Background: an optimization exercise with open tools, aiming at small area. Do not read the settings as production practice.
In this exercise RTL edits were held to simulation tests only and were not proved equivalent to the original.
No driver is modelled on the clock port, so clock power and skew are understated where the tree is cut down; a real chip needs a root buffer or a tree.
Power figures rest on the tool's default switching activity, not on a simulated workload.

Setup of wip/quartz:
// FIR
module FIR(
	input				clk,
	input				rst_n,
	input				clk_en,
	input  [15:0]	filter_in,
	output [15:0]	filter_out
);
export LEC_CHECK = 0
export CAP_MARGIN = 20
export CORE_MARGIN = 2
export CORE_UTILIZATION = 40
export HOLD_SLACK_MARGIN = 0.1
export SLEW_MARGIN = 20
export SYNTH_HIERARCHICAL = 1
create_clock -name core_clock -period 6.0 [get_ports {clk}]
standard.sh (not shown) runs the stock make flow with config.mk's settings and CLKGATE_MAP_FILE= SYNTH_SCRIPT=/design/flow/synth_recipe.tcl, a recipe that flattens the netlist after the stock synthesis.
==> flow/flow/run.sh <==
#!/bin/bash
# Layout: the standard ORFS flow (standard.sh), with these changes passed to ORFS
# through its own variables and step hooks:
#  - the ports are buffered with the smallest buffer (buf_1) instead of the flow's default;
#  - clock tree synthesis uses clkbuf_8 buffers and inserts no dummy loads;
#  - useful skew: the output registers out[*] are clocked from the root of the clock tree
#    through a chain of delay cells (flow/skew_cts.tcl, after clock tree synthesis), which
#    gives the paths from the delay line into them more time; before clock tree synthesis
#    the same skew is given to the timing-driven steps as ideal clock latency
#    (flow/skew_pre.tcl).  The paths from out[*] to the ports have ample slack.
# The full output of the flow goes to flow.log in this folder; ORFS keeps each step's log
# under orfs/logs/.
set -euo pipefail
HERE=$(pwd)
export BUFFER_PORTS_ARGS="-buffer_cell sky130_fd_sc_hd__buf_1"
export CTS_ARGS="-sink_clustering_enable -repair_clock_nets -buf_list sky130_fd_sc_hd__clkbuf_8 -dont_use_dummy_load"
export SKEW_CHAIN="dlygate4sd3_1 dlygate4sd3_1 dlygate4sd1_1 clkbuf_8"
export SKEW_IDEAL_NS=1.4
export PRE_FLOORPLAN_TCL=$HERE/flow/skew_pre.tcl
export POST_CTS_TCL=$HERE/flow/skew_cts.tcl
export SKIP_CTS_REPAIR_TIMING=1
bash standard.sh > flow.log 2>&1
==> flow/flow/skew_cts.tcl <==
# Hook after clock tree synthesis: clock the output registers out[*] through a chain of delay
# cells from the root of the clock tree, so the long path from the delay line into them gets
# more time (useful skew between registers; the paths from out[*] to the ports have room).
# Then legalize and repair timing as the CTS step would.
set block [ord::get_db_block]
set db [ord::get_db]
set flops {}
foreach inst [$block getInsts] {
  if { [string match "out*" [$inst getName]] && [string match "sky130_fd_sc_hd__df*" [[$inst getMaster] getName]] } {
    lappend flops $inst
  }
}
puts "skew: [llength $flops] output registers"
set pins {}
foreach f $flops { lappend pins [get_pins -of_objects [get_cells [$f getName]] -filter "name == CLK"] }
unset_clock_latency $pins
set root [$block findInst clkbuf_0_clk]
set prev [[$root findITerm X] getNet]
set cx 0
set cy 0
foreach f $flops {
  set loc [$f getLocation]
  set cx [expr {$cx + [lindex $loc 0]}]
  set cy [expr {$cy + [lindex $loc 1]}]
}
set cx [expr {int($cx / [llength $flops])}]
set cy [expr {int($cy / [llength $flops])}]
set chain {}
foreach c $::env(SKEW_CHAIN) { lappend chain sky130_fd_sc_hd__$c }
set i 0
foreach mname $chain {
  set inst [odb::dbInst_create $block [$db findMaster $mname] "skew_cell$i"]
  set net [odb::dbNet_create $block "skew_clk$i"]
  $net setSigType CLOCK
  [$inst findITerm A] connect $prev
  [$inst findITerm X] connect $net
  $inst setLocation $cx $cy
  $inst setPlacementStatus PLACED
  set prev $net
  incr i
}
set oldnets {}
foreach f $flops {
  set it [$f findITerm CLK]
  lappend oldnets [$it getNet]
  $it disconnect
  $it connect $prev
}
# clock buffers left without loads are removed
foreach n [lsort -unique $oldnets] {
  set nloads 0
  foreach it [$n getITerms] {
    if { [$it isInputSignal] } { incr nloads }
  }
  if { $nloads == 0 } {
    set drv [$n getFirstOutput]
    if { $drv != "NULL" } {
      set bi [$drv getInst]
      puts "skew: removing clock buffer [$bi getName] left without loads"
      odb::dbInst_destroy $bi
    }
    odb::dbNet_destroy $n
  }
}
global_connect
set_placement_padding -global \
  -left $::env(CELL_PAD_IN_SITES_DETAIL_PLACEMENT) \
  -right $::env(CELL_PAD_IN_SITES_DETAIL_PLACEMENT)
detailed_placement
estimate_parasitics -placement
report_clock_skew
report_checks -path_delay min -format end -group_path_count 60 -endpoint_path_count 1
report_checks -path_delay min -through [get_pins -of_objects [get_cells out*] -filter "name == D"] -format full -group_path_count 1
repair_timing_helper
detailed_placement
check_placement -verbose
report_checks -path_delay max -format end -group_path_count 3
report_checks -path_delay min -format end -group_path_count 3
==> flow/flow/skew_pre.tcl <==
# Hook before floorplanning: the output registers will be clocked late (see skew_cts.tcl);
# tell the timing-driven steps before clock tree synthesis about it as ideal clock latency.
set skew_pins {}
foreach inst [get_cells *] {
  set ref [get_property $inst ref_name]
  if { [string match "out*" [get_property $inst name]] && [string match "sky130_fd_sc_hd__df*" $ref] } {
    lappend skew_pins [get_pins -of_objects $inst -filter "name == CLK"]
  }
}
puts "skew: [llength $skew_pins] output registers get ideal clock latency $::env(SKEW_IDEAL_NS) ns"
set_clock_latency $::env(SKEW_IDEAL_NS) $skew_pins
Both conditions hold for wip/quartz: the flow ran to the end and the final layout passed the timing, DRC and antenna checks.
diff inputs: wip/quartz => wip/lagoon
--- a/flow/flow/run.sh
+++ b/flow/flow/run.sh
@@ -15,6 +15,6 @@
 export BUFFER_PORTS_ARGS="-buffer_cell sky130_fd_sc_hd__buf_1"
 export CTS_ARGS="-sink_clustering_enable -repair_clock_nets -buf_list sky130_fd_sc_hd__clkbuf_8 -dont_use_dummy_load"
-export SKEW_CHAIN="dlygate4sd3_1 dlygate4sd3_1 dlygate4sd1_1 clkbuf_8"
-export SKEW_IDEAL_NS=1.4
+export SKEW_CHAIN="dlygate4sd3_1 dlygate4sd3_1 dlygate4sd1_1 dlygate4sd1_1 clkbuf_8"
+export SKEW_IDEAL_NS=1.65
 export PRE_FLOORPLAN_TCL=$HERE/flow/skew_pre.tcl
 export POST_CTS_TCL=$HERE/flow/skew_cts.tcl
==> results.txt <==
- In the flow results for wip/lagoon and wip/quartz, the later-pin clock latency in the skew report is larger on wip/lagoon.
- [wip/lagoon] post-route minimum period fell 0.088 ns relative to wip/quartz
- Via count: wip/lagoon vs wip/quartz, no meaningful difference
- Changes observed in wip/lagoon relative to wip/quartz: setup slack shows an increase of 0.088 ns; wire length grew by 96 um.
- wip/lagoon gives less via count of the first global-routing pass than wip/quartz did.
- Total power: wip/lagoon below wip/quartz
What wip/amber does differently from wip/lagoon at the input level:
Settings: changing CORE_UTILIZATION from 40 to 50.
--- a/flow/flow/run.sh
+++ b/flow/flow/run.sh
@@ -15,6 +15,6 @@
 export BUFFER_PORTS_ARGS="-buffer_cell sky130_fd_sc_hd__buf_1"
 export CTS_ARGS="-sink_clustering_enable -repair_clock_nets -buf_list sky130_fd_sc_hd__clkbuf_8 -dont_use_dummy_load"
-export SKEW_CHAIN="dlygate4sd3_1 dlygate4sd3_1 dlygate4sd1_1 dlygate4sd1_1 clkbuf_8"
-export SKEW_IDEAL_NS=1.65
+export SKEW_CHAIN="dlygate4sd3_1 dlygate4sd3_1 dlygate4sd1_1 clkbuf_8"
+export SKEW_IDEAL_NS=1.4
 export PRE_FLOORPLAN_TCL=$HERE/flow/skew_pre.tcl
 export POST_CTS_TCL=$HERE/flow/skew_cts.tcl
--- outcome ---
The higher final cell count of wip/lagoon and wip/amber is in wip/lagoon.
Re width of the chip: wip/lagoon and wip/amber aren't equal, and the higher value belongs to wip/lagoon.
Fraction of area in registers in wip/amber vs wip/lagoon: up 0.23 points
| internal power contribution | wip/amber vs wip/lagoon | better |
The part of the total power dissipated in sequential elements was comparable across wip/lagoon and wip/amber.
wip/amber: met1 track demand over resource 5.7 points above wip/lagoon
wip/lagoon vs wip/amber, startpoint of the most critical setup path: d4[1] vs d2[1]
Going from wip/lagoon to wip/amber, largest net degree at the start of global routing shrinks by 8.
Changes in wip/nickel relative to wip/amber:
Settings: CORE_UTILIZATION now 40, was 50.
--- a/flow/flow/run.sh
+++ b/flow/flow/run.sh
@@ -15,6 +15,7 @@
 export BUFFER_PORTS_ARGS="-buffer_cell sky130_fd_sc_hd__buf_1"
 export CTS_ARGS="-sink_clustering_enable -repair_clock_nets -buf_list sky130_fd_sc_hd__clkbuf_8 -dont_use_dummy_load"
-export SKEW_CHAIN="dlygate4sd3_1 dlygate4sd3_1 dlygate4sd1_1 clkbuf_8"
-export SKEW_IDEAL_NS=1.4
+export SKEW_CHAIN="dlygate4sd3_1 dlygate4sd3_1 dlygate4sd3_1 clkbuf_8"
+export SKEW_SEL_NDLY=1
+export SKEW_IDEAL_NS=1.75
 export PRE_FLOORPLAN_TCL=$HERE/flow/skew_pre.tcl
 export POST_CTS_TCL=$HERE/flow/skew_cts.tcl
--- a/flow/flow/skew_cts.tcl
+++ b/flow/flow/skew_cts.tcl
@@ -63,4 +63,31 @@
   }
 }
+# The select signals of the output registers' multiplexers (ld_o, hold_o) come from the
+# clk_en input and the clr register, which are timed on the normal clock: delay each of
+# them once, at its driver, instead of leaving the hold repair to pad every load.
+foreach nname {ld_o hold_o} {
+  set net [$block findNet $nname]
+  if { $net == "NULL" } { continue }
+  set loads {}
+  foreach it [$net getITerms] {
+    if { [$it isInputSignal] } { lappend loads $it }
+  }
+  set prev $net
+  for {set k 0} {$k < $::env(SKEW_SEL_NDLY)} {incr k} {
+    set inst [odb::dbInst_create $block [$db findMaster sky130_fd_sc_hd__dlygate4sd3_1] "skewsel_${nname}_c$k"]
+    set n2 [odb::dbNet_create $block "skewsel_${nname}_n$k"]
+    [$inst findITerm A] connect $prev
+    [$inst findITerm X] connect $n2
+    set drv [$net getFirstOutput]
+    set loc [[$drv getInst] getLocation]
+    $inst setLocation [lindex $loc 0] [lindex $loc 1]
+    $inst setPlacementStatus PLACED
+    set prev $n2
+  }
+  foreach it $loads {
+    $it disconnect
+    $it connect $prev
+  }
+}
 global_connect
 set_placement_padding -global \
## What came out
Summary of wip/nickel over wip/amber: shortest period the worst path allows up 0.023 ns; total internal power up 18 uW; global-route usage over all layers down 4.3 points.
wip/nickel: all stages complete, timing, DRC and antenna checks passed
Delta (wip/nickel minus wip/amber): die area went up; starting density of the core went down; multi-input gate area in the final layout did not really move; total half-perimeter wirelength after legalization and detailed placement went down; cell depth of the worst hold path went up.

## what the ideal ports hide
No port has a modelled driver above. Below, the same layouts with a new extraction and two added sets of constraints. Step 1, drivers: a clkbuf_16 drives clk and a buf_2 each remaining input, both assumed. Step 2, shift: input delay + t, output delay - t, t = (earliest + latest rising clock arrival at the registers) / 2. This alone moves slack from input paths to output paths. Slacks: ideal ports / drivers / drivers and shift; pairs: ideal ports / drivers.
run	shift t [ns]	setup slack, ns	latest minus earliest clock arrival (ns)
wip/quartz	1.177	0.403 / 0.403 / 0.403	1.371 / 1.372
wip/lagoon	1.256	0.491 / 0.491 / 0.491	1.574 / 1.574
wip/amber	1.151	0.422 / 0.422 / 0.422	1.362 / 1.361
wip/nickel	1.337	0.398 / 0.398 / 0.398	1.718 / 1.718
In every run listed the clock reaches the registers at very different times; t lies between them, and the last value is a rough guide only.
